Source: an optimization exercise on an open RTL-to-GDS flow (aim: small area and a short achievable clock period). Production flows keep margins and buffers that such runs may drop.
No functional check of the RTL was part of any run shown here.
Power is estimated from default activity; no workload was simulated.

### config.mk
export PLATFORM = sky130hd
export DESIGN_NAME = FPadd
export DESIGN_NICKNAME = FPadd
export VERILOG_FILES = /design/flow/design.v
export SDC_FILE = /design/flow/constraint.sdc
export NUM_CORES = 4
export LEC_CHECK = 0
export CAP_MARGIN = 20
export CORE_MARGIN = 2
export CORE_UTILIZATION = 40
export SETUP_SLACK_MARGIN = 4.0
export SLEW_MARGIN = 20
### run.sh
#!/bin/bash
# synth_recipe.tcl (not shown) runs the flow's synth.tcl, then flattens the netlist and writes it again
# the make line also repeats each setting of config.mk as NAME=value (left out here)
make -C /OpenROAD-flow-scripts/flow DESIGN_CONFIG=/design/flow/config.mk WORK_HOME=/design/flow/orfs CLKGATE_MAP_FILE= SYNTH_SCRIPT=/design/flow/synth_recipe.tcl finish
### constraint.sdc
create_clock -name core_clock -period 7.0 [get_ports {clk}]
set_input_delay 1.4000 -clock core_clock [delete_from_list [all_inputs] [get_ports {clk}]]
set_output_delay 1.4000 -clock core_clock [all_outputs]
set_load 0.01 [all_outputs]
### design.v
module FPadd (
    input         ADD_SUB,
    input  [31:0] FP_A,
    input  [31:0] FP_B,
    input         clk,
    output reg [31:0] FP_Z
);
    integer i, l;
    wire [7:0]  eA = FP_A[30:23], eB = FP_B[30:23];
    wire        zA = ~|eA, zB = ~|eB;
    wire        ffA = &eA, ffB = &eB;
    wire [7:0]  fA = {eA[7:1], eA[0] | zA}, fB = {eB[7:1], eB[0] | zB};
    wire [8:0]  dAB = {1'b0, fA} - {1'b0, fB};
    wire [7:0]  dBA = fB - fA;
    wire        dneg = dAB[8];
    wire        deq  = (fA == fB);
    wire        xB   = FP_B[31] ^ ~ADD_SUB;
    reg  [22:0] fa1, fb1;
    reg         ha1, hb1, sa1, xb1, dneg1, deq1, zab1, zba1, nan1, inf1;
    reg  [4:0]  dab1, dba1;
    reg  [7:0]  e1;
    always @(posedge clk) begin
        fa1   <= FP_A[22:0];
        fb1   <= FP_B[22:0];
        ha1   <= ~zA;
        hb1   <= ~zB;
        sa1   <= FP_A[31];
        xb1   <= xB;
        dneg1 <= dneg;
        deq1  <= deq;
        dab1  <= dAB[4:0];
        dba1  <= dBA[4:0];
        zab1  <= |dAB[7:5];
        zba1  <= |dBA[7:5];
        e1    <= (eA < eB) ? eB : eA;
        nan1  <= (ffA & |FP_A[22:0]) | (ffB & |FP_B[22:0]) | (ffA & ffB & ~ADD_SUB);
        inf1  <= ffA | ffB;
    end
    wire [23:0] mA = {ha1, fa1}, mB = {hb1, fb1};
    wire [23:0] L0 = dneg1 ? mB : mA;
    wire [23:0] S0 = dneg1 ? mA : mB;
    wire [4:0]  sh1  = dneg1 ? dba1 : dab1;
    wire        shz1 = dneg1 ? zba1 : zab1;
    wire [26:0] sal = shz1 ? 27'd0 : ({S0, 3'b000} >> sh1);
    reg  [23:0] lt, eqv;
    always @* begin
        lt  = ~mA & mB;
        eqv = ~(mA ^ mB);
        for (l = 0; (1 << l) < 24; l = l + 1)
            for (i = 0; i < 24; i = i + 1)
                if (((i >> l) & 1) == 1) begin
                    lt[i]  = lt[i] | (eqv[i] & lt[((i >> l) << l) - 1]);
                    eqv[i] = eqv[i] & eqv[((i >> l) << l) - 1];
                end
    end
    wire        cmp = deq1 & lt[23];
    wire        sub = sa1 ^ xb1;
    reg  [23:0] l2;
    reg  [26:0] s2al;
    reg  [7:0]  e2;
    reg         sl2, sub2, nan2, inf2;
    always @(posedge clk) begin
        l2    <= cmp ? mB : L0;
        s2al  <= cmp ? {mA, 3'b000} : sal;
        e2    <= e1;
        sl2   <= (dneg1 | cmp) ? xb1 : sa1;
        sub2  <= sub;
        nan2  <= nan1;
        inf2  <= inf1;
    end
    wire [27:0] xo = {1'b0, l2, 3'b000};
    wire [27:0] yo = {1'b0, s2al} ^ {28{sub2}};
    wire        ci = sub2;
    reg  [27:0] g, p;
    always @* begin
        g = xo & yo;
        p = xo ^ yo;
        g[0] = g[0] | (p[0] & ci);
        for (l = 0; (1 << l) < 28; l = l + 1)
            for (i = 0; i < 28; i = i + 1)
                if (((i >> l) & 1) == 1) begin
                    g[i] = g[i] | (p[i] & g[((i >> l) << l) - 1]);
                    p[i] = p[i] & p[((i >> l) << l) - 1];
                end
    end
    wire [27:0] M = (xo ^ yo) ^ {g[26:0], ci};
    reg  [27:0] m3;
    reg  [7:0]  e3;
    reg         sl3, sub3, nan3, inf3;
    always @(posedge clk) begin
        m3   <= M;
        e3   <= e2;
        sl3  <= sl2;
        sub3 <= sub2;
        nan3 <= nan2;
        inf3 <= inf2;
    end
    reg  [4:0]  cnt;
    always @* begin
        cnt = 5'd27;
        for (i = 0; i <= 26; i = i + 1)
            if (m3[i]) cnt = 5'd26 - i[4:0];
    end
    reg  [26:0] msk;
    always @* begin
        for (i = 0; i <= 26; i = i + 1)
            msk[i] = ({1'b0, e3} >= 9'd26 - i);
    end
    wire        zero = ~|m3;
    wire        top  = m3[27] | m3[26];
    wire        isDN = ~top & (e3 == 8'd1);
    wire        keep = top | (e3 == 8'd0) | isDN;
    wire        dnrm = ~|(m3[26:0] & msk);
    reg  [27:0] m4;
    reg  [4:0]  lsh4;
    reg  [7:0]  e4;
    reg         keep4, ez4, s4, nan4, inf4, zero4;
    always @(posedge clk) begin
        m4    <= m3;
        lsh4  <= keep ? 5'd0 : (dnrm ? (e3[4:0] - 5'd1) : cnt);
        e4    <= e3;
        keep4 <= keep;
        ez4   <= isDN | (~keep & dnrm);
        s4    <= sl3 & ~(sub3 & zero);
        nan4  <= nan3;
        inf4  <= inf3;
        zero4 <= zero;
    end
    wire [27:0] ml = m4 << lsh4;
    wire [7:0]  en = ez4 ? 8'd0 : (keep4 ? (e4 + {7'd0, m4[27]}) : (e4 - {3'b000, lsh4}));
    reg  [24:0] sig5;
    reg  [7:0]  e5;
    reg         s5, nan5, inf5, zero5;
    always @(posedge clk) begin
        sig5  <= m4[27] ? m4[27:3] : ml[26:2];
        e5    <= en;
        s5    <= s4;
        nan5  <= nan4;
        inf5  <= inf4;
        zero5 <= zero4;
    end
    reg  [24:0] a;
    always @* begin
        a = sig5;
        for (l = 0; (1 << l) < 25; l = l + 1)
            for (i = 0; i < 25; i = i + 1)
                if (((i >> l) & 1) == 1)
                    a[i] = a[i] & a[((i >> l) << l) - 1];
    end
    wire [22:0] frac = sig5[23:1] ^ a[22:0];
    wire        c    = a[24];
    wire [7:0]  ez   = c ? (e5 + 8'd1) : e5;
    wire        infz = inf5 | (ez == 8'hFF);
    always @(posedge clk) begin
        if (nan5)
            FP_Z <= {s5, 8'hFF, 23'h400000};
        else if (infz)
            FP_Z <= {s5, 8'hFF, 23'h000000};
        else if (zero5)
            FP_Z <= {s5, 8'h00, 23'h000000};
        else
            FP_Z <= {s5, ez, frac};
    end
endmodule
==> results of run 1 <==
[final cells by class]
class,instances,area [sq um],area share (%)
multi-input combinational,1033,7889,46.28
sequential,292,5856,34.35
timing repair buffer,133,1269,7.443
clock buffer,39,855.8,5.021
tap,455,569.3,3.340
inverter,88,337.8,1.982
clock inverter,18,264.0,1.549
timing repair inverter,1,5.005,0.02936
[what timing repair did]
item	CTS	global route
cloned	0	4
endpoints found under the setup margin	58	73
resized for setup	43	67
pin swaps	8	20
buffers inserted	15	7
[critical path, cell delays in order]
cell	delay [ns]
sky130_fd_sc_hd__clkbuf_4	0.16
sky130_fd_sc_hd__nor4_4	0.26
sky130_fd_sc_hd__nand2_1	0.11
sky130_fd_sc_hd__nand2b_1	0.15
sky130_fd_sc_hd__inv_2	0.07
sky130_fd_sc_hd__ha_4	0.17
sky130_fd_sc_hd__fa_2	0.36
sky130_fd_sc_hd__inv_1	0.07
sky130_fd_sc_hd__a21oi_1	0.07
sky130_fd_sc_hd__o21bai_2	0.25
sky130_fd_sc_hd__buf_4	0.15
sky130_fd_sc_hd__buf_4	0.10
sky130_fd_sc_hd__xor2_1	0.13
[cell families (layout without fill, tap and decap cells)]
family                     count (synthesis)  after routing
buffers and inverters                    150            279
muxes                                    130            130
AOI/OAI and AO/OA                        310            310
DFF                                      292            292
and+or+nand+nor                          409            409
adders and majority gates                 91             91
xor gates and xnor gates                  93             93
[layout by cell type, fill, tap and decap left out, types with 13 or more instances in the layout]
master / instances
sky130_fd_sc_hd__nor2_1: 119
sky130_fd_sc_hd__nor2b_1: 13
sky130_fd_sc_hd__nand2b_1: 14
sky130_fd_sc_hd__nand3_1: 28
sky130_fd_sc_hd__dfxtp_1: 288
sky130_fd_sc_hd__o21ai_0: 72
sky130_fd_sc_hd__xnor2_1: 36
sky130_fd_sc_hd__buf_4: 26
sky130_fd_sc_hd__clkbuf_16: 34
sky130_fd_sc_hd__mux2i_1: 43
sky130_fd_sc_hd__o31ai_1: 23
sky130_fd_sc_hd__ha_1: 82
sky130_fd_sc_hd__clkdlybuf4s50_1: 81
sky130_fd_sc_hd__nand2_1: 134
sky130_fd_sc_hd__mux2_2: 47
sky130_fd_sc_hd__nor3_1: 26
sky130_fd_sc_hd__a211oi_1: 24
sky130_fd_sc_hd__a21oi_1: 79
sky130_fd_sc_hd__mux4_2: 36
sky130_fd_sc_hd__xor2_1: 55
sky130_fd_sc_hd__a21o_1: 20
sky130_fd_sc_hd__nor4_1: 18
sky130_fd_sc_hd__inv_1: 85
sky130_fd_sc_hd__nand4_1: 13
[worst paths after layout]
path | slack [ns] | cells past startpoint | to | startpoint
max | 4.06 | 13 | dba1[4] | FP_B[24]
min | 0.33 | 0 | e3[4] | e2[4]
max reg2reg | 4.12 | 9 | lsh4[4] | e3[3]
min reg2reg | 0.33 | 0 | e3[4] | e2[4]
[where the power goes]
part / total [mW] / switching [mW] / internal, mW
clock network: 1.76 / 0.674 / 1.09
logic: 2.51 / 1.31 / 1.20
registers: 2.60 / 0.459 / 2.14
[flip-flops by register name, summed over array words and instances (netlist names), 4 cells and up]
| register | flops |
|---|---|
| FP_Z | 32 |
| dab1 | 4 |
| dba1 | 5 |
| e1 | 8 |
| e2 | 8 |
| e3 | 8 |
| e4 | 8 |
| e5 | 8 |
| fa1 | 23 |
| fb1 | 23 |
| l2 | 24 |
| lsh4 | 5 |
| m3 | 28 |
| m4 | 28 |
| s2al | 27 |
| sig5 | 25 |
[metrics by stage]
| step | worst slack, ns | area (sq um) | std cells | hold WS (ns) | power [mW] |
|---|---|---|---|---|---|
| 6_report | 4.063 | 17050 | 2059 | 0.3252 | 6.874 |
| 5_1_grt | 3.935 | 17050 | 2059 | 0.3353 | 7.317 |
| 4_1_cts | 3.900 | 16840 | 2048 | 0.3271 | 6.842 |
| 3_5_place_dp | 2.925 | 15550 | 1976 | 0.3121 | 5.036 |
| 3_3_place_gp | 2.937 | 15550 | 1976 | 0.3107 | 5.023 |
| 2_1_floorplan | 3.736 | 14150 | 1475 | 0.3096 | 4.183 |
[metal layers]
| layer | GRT usage (%) | wire length [microns] |
|---|---|---|
| met1 | 25.41 | 16060 |
| met2 | 33.59 | 17410 |
| met3 | 2.832 | 1927 |
| met4 | 8.343 | 1484 |
| met5 | 0 | 0 |
==> impl_results.rst, run 1 <==
.. list-table::
   :header-rows: 1

   * - Metric
     - Value
   * - Number of buffers on the longest clock path
     - 3
   * - CP endpoint kind
     - flop
   * - Highest fanout seen on the critical path
     - 5
   * - Mean cell area of the mapped netlist
     - 9.552 sq um
   * - Post-synthesis cell type with the largest combined area
     - sky130_fd_sc_hd__dfxtp_1
   * - Count of hold-fix buffers inserted at cts
     - 0
   * - Number of different library cells in the post-synthesis netlist
     - 66
   * - Final slew viol count
     - 0
   * - Most repeated cell in the gate-level netlist after synthesis
     - sky130_fd_sc_hd__dfxtp_1
   * - Hpwl dp
     - 27.83 mm
   * - Reg clk slew, reported paths
     - 0.06 ns
   * - Post-synth EDFFs
     - 0
   * - Critical path data required time
     - 7.51 ns
   * - Inserted Clock Buffers
     - 31
   * - Result of the run
     - timing/DRC/antenna clean
   * - Fraction of the mapped netlist area in compound gates
     - 13.84%
   * - FP Rows
     - 68
   * - Total core area
     - 0.03463 sq mm
   * - Library cell used as clock root buffer
     - sky130_fd_sc_hd__clkbuf_16
   * - Die area
     - 0.03674 sq mm
   * - Final Wtd Congestion
     - 0.9312
   * - Synthesized Nets
     - 1631
   * - Number of nets with antenna violations after detailed routing
     - 0
   * - DR WL/cell
     - 17.91 microns
   * - DR vias/cell
     - 5.298
   * - Initial antenna violation count
     - 2
   * - # fillers
     - 3258
   * - Crit path arrival time
     - 3.45 ns
   * - Remaining routing DRC violations
     - 0
   * - Synthesis-stage register bit count
     - 292
   * - Dominant combinational cell family by area after synthesis
     - compound AO/OA/AOI/OAI gates
   * - TritonCTS clock tree
     - done
   * - Startpoint type of the worst setup path
     - input port
   * - Cell area power density
     - 403.3 mW/mm^2
   * - Sinks on the clock net
     - 292
   * - Die span in y
     - 191.7 microns
   * - Insertion delay to the later sink of the worst-skew pair
     - 0.58 ns
   * - Post-route fraction of the period consumed by the critical path
     - 41.96%
   * - Setup TNS
     - 0 ns
   * - Top-level port count
     - 98
   * - Time the final worst path needs with I/O delays and setup
     - 2.937 ns
   * - Worst Setup Path Type
     - in2reg
   * - Max Fclk
     - 0.3405 GHz
   * - Die X-Extent
     - 191.7 microns
   * - Port buffer count
     - 97
   * - Number of detailed-route iterations in the first pass
     - 5
   * - Largest voltage drop on the vdd net
     - 0.0002183 V
   * - Tot GR Track Use
     - 19.89%
   * - Remaining global-route overflow
     - 0
   * - Finish-stage setup viols
     - 0
   * - Post-route clock skew
     - 0.03134 ns
   * - Share of the synthesized netlist area taken by xor and xnor gates
     - 5.781%
   * - Via total after detailed routing
     - 10910
   * - Ys async rst share
     - 0%
   * - Starting Density
     - 40.69%
   * - Pin count of the biggest net entering global routing
     - 47
   * - Number of global-route vias before repair
     - 10760
   * - Post-Synthesis Cells
     - 1475
   * - Number of nets in the final layout
     - 1736
   * - Primary flip-flop cell chosen by synthesis mapping
     - sky130_fd_sc_hd__dfxtp_1
   * - Leakage power
     - 7.053 nW
   * - Area growth from synthesis to final layout
     - 20.98%
   * - Hold Violations, Final
     - 0
   * - Diode insertion count for antenna repair
     - 0
   * - Worst slew margin
     - 30.96%
   * - Warnings from Yosys
     - 1
   * - Iter 0 DRT Violations
     - 840
   * - Max-cap viol count
     - 0
   * - Number of levels the H-tree was split into
     - 1
   * - Total wirelength of the detailed-routed design
     - 36.88 mm
   * - Synth Area in Simple Gates
     - 13.61%
   * - Worst-Margin Slew
     - 1.007 ns
   * - Part of the Yosys area used for sequential elements
     - 41.49%
   * - Multiplexer share of the synthesized area
     - 12.86%
   * - Cell types with the largest area share after synthesis
     - sky130_fd_sc_hd__dfxtp_1 41%, sky130_fd_sc_hd__ha_1 7.5%, sky130_fd_sc_hd__mux4_2 5.8%, sky130_fd_sc_hd__mux2_2 3.8%, sky130_fd_sc_hd__nand2_1 3.6%
   * - Synthesized cell area
     - 0.01409 sq mm
   * - Portion of synthesized cell area occupied by the leading cell type
     - 41.49%
   * - Post-synthesis adder-cell area fraction
     - 8.383%
   * - Top cells by instance count after synthesis
     - 292 x sky130_fd_sc_hd__dfxtp_1, 134 x sky130_fd_sc_hd__nand2_1, 121 x sky130_fd_sc_hd__nor2_1
   * - Wire length of the first global-routing pass
     - 57.46 mm
   * - Final cell utilization of the core
     - 49.22%
   * - Layout cells sized above 1
     - 15.02%
   * - Setup repair after global routing missed its margin
     - yes
   * - Path category of the worst min-delay check
     - reg2reg
==> run 2, diff against run 1 <==
--- a/config.mk
+++ b/config.mk
@@ -8,5 +8,5 @@
 export CAP_MARGIN = 20
 export CORE_MARGIN = 2
 export CORE_UTILIZATION = 40
-export SETUP_SLACK_MARGIN = 4.0
+export SETUP_SLACK_MARGIN = 4.3
 export SLEW_MARGIN = 20
==> impl_results.rst, run 2 <==
.. list-table::
   :header-rows: 1

   * - Metric
     - Value
   * - Synthesized Nets
     - 1631 (unchanged)
   * - Hpwl dp
     - 26.86 mm (was 27.83 mm)
   * - Max-cap viol count
     - 0 (unchanged)
   * - Post-route clock skew
     - 0.01158 ns (was 0.03134 ns)
   * - FP Rows
     - 68 (unchanged)
   * - Met3 wirelength from detailed routing
     - 1.712 mm (was 1.927 mm)
   * - Wire length of the first global-routing pass
     - 58.95 mm (was 57.46 mm)
   * - Number of cells in the design after placement
     - 1976 (unchanged)
   * - Beginning of the critical path
     - FP_A[30] (was FP_B[24])
   * - Post-layout instance count excluding filler cells
     - 2128 (was 2059)
   * - Part of the total power dissipated in the clock network
     - 25.4% (was 25.6%)
   * - Slack of the worst reg-to-reg path
     - 4.24 ns (was 4.12 ns)
   * - # fillers
     - 3169 (was 3258)
   * - Cell types with the largest area share after synthesis
     - sky130_fd_sc_hd__dfxtp_1 41%, sky130_fd_sc_hd__ha_1 7.5%, sky130_fd_sc_hd__mux4_2 5.8%, sky130_fd_sc_hd__mux2_2 3.8%, sky130_fd_sc_hd__nand2_1 3.6% (unchanged)
   * - Post-synth EDFFs
     - 0 (unchanged)
   * - Number of nets with antenna violations after detailed routing
     - 0 (unchanged)
   * - Pin count of the biggest net entering global routing
     - 38 (was 47)
   * - Die area
     - 0.03674 sq mm (unchanged)
   * - Highest-count cells in the layout ignoring fill and taps
     - 268 x sky130_fd_sc_hd__dfxtp_1, 130 x sky130_fd_sc_hd__nand2_1, 110 x sky130_fd_sc_hd__nor2_1 (was 288 x sky130_fd_sc_hd__dfxtp_1, 134 x sky130_fd_sc_hd__nand2_1, 119 x sky130_fd_sc_hd__nor2_1)
   * - Total area of sequential cells
     - 0.005901 sq mm (was 0.005856 sq mm)
   * - Via total after detailed routing
     - 11430 (was 10910)
   * - Layout cells sized above 1
     - 23.19% (was 15.02%)
   * - Worst hold start
     - inf2 (was e2[4])
   * - DR vias/cell
     - 5.371 (was 5.298)
   * - Top-level port count
     - 98 (unchanged)
   * - Hold Violations, Final
     - 0 (unchanged)
   * - Startpoint type of the worst setup path
     - input port (unchanged)
   * - Insertion delay to the later sink of the worst-skew pair
     - 0.51 ns (was 0.58 ns)
   * - Worst slew margin
     - 56.73% (was 30.96%)
   * - CP endpoint kind
     - flop (unchanged)
   * - Post-route met1 wirelength
     - 15.80 mm (was 16.06 mm)
   * - Mean cell area of the mapped netlist
     - 9.552 sq um (unchanged)
   * - Time the final worst path needs with I/O delays and setup
     - 2.926 ns (was 2.937 ns)
   * - Remaining routing DRC violations
     - 0 (unchanged)
   * - Path category of the worst min-delay check
     - reg2reg (unchanged)
   * - Number of global-route vias before repair
     - 10850 (was 10760)
   * - Synthesized cell area
     - 0.01409 sq mm (unchanged)
   * - Largest registers ranked by flip-flop count
     - FP_Z: 32 flops, m3: 28 flops, m4: 28 flops (unchanged)
   * - Worst-Margin Slew
     - 0.6355 ns (was 1.007 ns)
   * - DR WL/cell
     - 18.31 microns (was 17.91 microns)
   * - Number of different library cells in the post-synthesis netlist
     - 66 (unchanged)
   * - Register with the highest flop count
     - FP_Z (unchanged)
   * - Setup TNS
     - 0 ns (unchanged)
   * - Net switching power
     - 2.563 mW (was 2.439 mW)
   * - Iter 0 DRT Violations
     - 773 (was 840)
   * - Tot GR Track Use
     - 20.37% (was 19.89%)
   * - Worst Setup Path Type
     - in2reg (unchanged)
   * - Most common cell after layout, fill and taps aside
     - sky130_fd_sc_hd__dfxtp_1 (unchanged)
   * - Part of the total power dissipated in combinational logic
     - 37.9% (was 36.5%)
   * - Post-synthesis cell type with the largest combined area
     - sky130_fd_sc_hd__dfxtp_1 (unchanged)
   * - Portion of synthesized cell area occupied by the leading cell type
     - 41.49% (unchanged)
   * - Post-Synthesis Cells
     - 1475 (unchanged)
   * - Area growth from synthesis to final layout
     - 29.67% (was 20.98%)
   * - Leakage power
     - 7.711 nW (was 7.053 nW)
   * - Max Fclk
     - 0.3417 GHz (was 0.3405 GHz)
   * - Finish-stage setup viols
     - 0 (unchanged)
   * - R2R depth
     - 12 (was 9)
   * - Primary flip-flop cell chosen by synthesis mapping
     - sky130_fd_sc_hd__dfxtp_1 (unchanged)
   * - Top Metal Used
     - met4 (unchanged)
   * - Number of nets in the final layout
     - 1805 (was 1736)
   * - Top cells by instance count after synthesis
     - 292 x sky130_fd_sc_hd__dfxtp_1, 134 x sky130_fd_sc_hd__nand2_1, 121 x sky130_fd_sc_hd__nor2_1 (unchanged)
   * - Library cell used as clock root buffer
     - sky130_fd_sc_hd__clkbuf_16 (unchanged)
   * - End point of the critical path
     - zab1 (was dba1[4])
   * - Number of buffers on the longest clock path
     - 3 (unchanged)
   * - Area occupied by multi-input gates
     - 0.008367 sq mm (was 0.007889 sq mm)
   * - Sinks on the clock net
     - 292 (unchanged)
   * - Largest voltage drop on the vdd net
     - 0.0002519 V (was 0.0002183 V)
   * - Reg clk slew, reported paths
     - 0.06 ns (about the same)
   * - Inserted Clock Buffers
     - 34 (was 31)
   * - Part of the Yosys area used for sequential elements
     - 41.49% (unchanged)
   * - Critical path data required time
     - 7.38 ns (was 7.51 ns)
   * - Die span in y
     - 191.7 microns (unchanged)
   * - Ys async rst share
     - 0% (unchanged)
   * - Total core area
     - 0.03463 sq mm (unchanged)
   * - Fraction of power consumed by sequential logic
     - 36.7% (was 37.8%)
   * - Most repeated cell in the gate-level netlist after synthesis
     - sky130_fd_sc_hd__dfxtp_1 (unchanged)
   * - TritonCTS clock tree
     - done (unchanged)
   * - Cell area power density
     - 391.9 mW/mm^2 (was 403.3 mW/mm^2)
   * - Highest fanout seen on the critical path
     - 2 (was 5)
   * - Length of routed met2 wiring
     - 19.86 mm (was 17.41 mm)
   * - Cell-internal power
     - 4.597 mW (was 4.435 mW)
   * - Net Sw Frac
     - 35.80% (was 35.48%)
   * - Final slew viol count
     - 0 (unchanged)
   * - Remaining global-route overflow
     - 0 (unchanged)
   * - Starting Density
     - 40.69% (unchanged)
   * - Port buffer count
     - 97 (unchanged)
   * - Warnings from Yosys
     - 1 (unchanged)
   * - Setup repair after global routing missed its margin
     - yes (unchanged)
   * - Result of the run
     - timing/DRC/antenna clean (unchanged)
   * - Diode insertion count for antenna repair
     - 0 (unchanged)
   * - Die X-Extent
     - 191.7 microns (unchanged)
   * - Crit path arrival time
     - 3.31 ns (was 3.45 ns)
   * - Reg2Reg Launch Point
     - sub2 (was e3[3])
   * - Reg2Reg Capture Point
     - m3[27] (was lsh4[4])
   * - Final Wtd Congestion
     - 0.9030 (was 0.9312)
   * - Synthesis-stage register bit count
     - 292 (unchanged)
   * - Max FFs per register
     - 32 (unchanged)
   * - Post-route fraction of the period consumed by the critical path
     - 41.80% (was 41.96%)
   * - Initial antenna violation count
     - 0 (was 2)
   * - Number of levels the H-tree was split into
     - 2 (was 1)
   * - Count of hold-fix buffers inserted at cts
     - 0 (unchanged)
   * - Number of detailed-route iterations in the first pass
     - 5 (unchanged)
   * - Total wirelength of the detailed-routed design
     - 38.97 mm (was 36.88 mm)
## run 2: cell counts after synthesis
No cell type changed its count.
## run 2: final cells by class
cell class                 instances  share of cell area [%]
clock inverter                    14                  0.8971
tap                              455                   3.116
multi-input combinational       1036                   45.80
clock buffer                      46                   5.581
sequential                       292                   32.30
timing repair inverter             2                 0.05479
timing repair buffer             195                   10.39
inverter                          88                   1.870
## run 2: kinds of logic (layout without fill, tap and decap cells)
| kind of cell | count (synthesis) | count (layout) | share of synthesized area, % |
|---|---|---|---|
| buffers and inverters | 150 | 345 | 4.041 |
| AO/OA/AOI/OAI | 310 | 310 | 13.84 |
| XOR/XNOR | 93 | 93 | 5.781 |
| flip-flops | 292 | 292 | 41.49 |
| adder cells (fa/ha/maj) | 91 | 91 | 8.383 |
| multiplexers | 130 | 131 | 12.86 |
| AND/OR/NAND/NOR | 409 | 411 | 13.61 |
## run 2: repair_timing
item                                    CTS  global route
pin swaps                                49            74
endpoints found under the hold margin     0             0
endpoints found under the setup margin  151           106
gates cloned                              8             7
setup buffers                            36            41
resized for setup                       187           134
## run 2: worst min path at each step
| stage | endpoint | cells after the start | slack (ns) |
|---|---|---|---|
| 2_1_floorplan | FP_Z[31] | 0 | 0.31 |
| 3_3_place_gp | e3[3] | 0 | 0.31 |
| 3_5_place_dp | inf3 | 0 | 0.31 |
| 4_1_cts | FP_Z[31] | 0 | 0.32 |
| 5_1_grt | e3[2] | 0 | 0.33 |
| 6_report | inf3 | 0 | 0.32 |
## run 2: power by group through the flow
stage	registers [mW]	clock network (mW)	logic [mW]
detailed placement	2.63	0	2.41
CTS	2.61	1.86	2.53
global route	2.69	1.93	2.97
global placement	2.62	0	2.41
floorplan	2.48	0	1.72
finish	2.63	1.82	2.71
## run 2: metrics by stage
step	hold slack, ns	power, mW	util [%]	instance area [sq um]	worst slack, ns
after floorplan	0.3096	4.196	-	14210	3.750
after global placement	0.3132	5.032	44.96	15570	2.812
after detailed placement	0.3121	5.039	44.96	15570	2.799
after CTS	0.3222	6.998	50.29	17410	4.051
after global routing	0.3286	7.587	52.76	18270	3.988
final	0.3216	7.160	52.76	18270	4.074
## run 2: metal layers
layer  global-route usage (%)  vias to the layer above
li1                         -                     5588
met1                    24.24                     5342
met2                    37.21                      395
met3                    2.485                      105
met4                    7.840                        0
met5                        0                        -
## run 2: critical path: stages
cell and delay, ns:
sky130_fd_sc_hd__buf_8 0.10, sky130_fd_sc_hd__nor4_4 0.27, sky130_fd_sc_hd__nand2_1 0.10, sky130_fd_sc_hd__nand2b_1 0.14, sky130_fd_sc_hd__inv_2 0.06, sky130_fd_sc_hd__ha_4 0.16, sky130_fd_sc_hd__fa_2 0.34, sky130_fd_sc_hd__inv_2 0.06
sky130_fd_sc_hd__a21oi_2 0.05, sky130_fd_sc_hd__o21bai_2 0.21, sky130_fd_sc_hd__a211oi_2 0.11, sky130_fd_sc_hd__nor2_1 0.09, sky130_fd_sc_hd__a21oi_1 0.05, sky130_fd_sc_hd__nor2_1 0.10, sky130_fd_sc_hd__a22oi_1 0.07

-- what the ideal ports hide --
The flow's constraints put no driver on any port. The routed layouts listed below were extracted and timed again, unchanged, in two steps.
Step 1 sets driving cells, clkbuf_16 on the clock port and buf_2 on the other inputs (assumed; they add their load-dependent delay and slew).
Step 2, shift: input delay + t, output delay - t, t = (earliest + latest rising clock arrival at the registers) / 2. This alone moves slack from input paths to output paths.
a / b / c = ideal / step 1 / step 2; a / b = the first two.
| run | shift t [ns] | slack for setup (ns) | hold WS [ns] | latest minus earliest clock arrival (ns) | cell pins on the clock port's net |
|---|---|---|---|---|---|
| run 1 | 0.619 | 4.063 / 4.090 / 3.472 | 0.325 / 0.325 / 0.325 | 0.034 / 0.035 | 1 |
| run 2 | 0.552 | 4.074 / 4.084 / 3.532 | 0.322 / 0.322 / 0.322 | 0.014 / 0.014 | 1 |
After both steps every run listed still meets setup and hold. For run 1, which loses most, drivers alone change the setup slack by +0.027 ns; drivers and shift together by -0.591 ns.
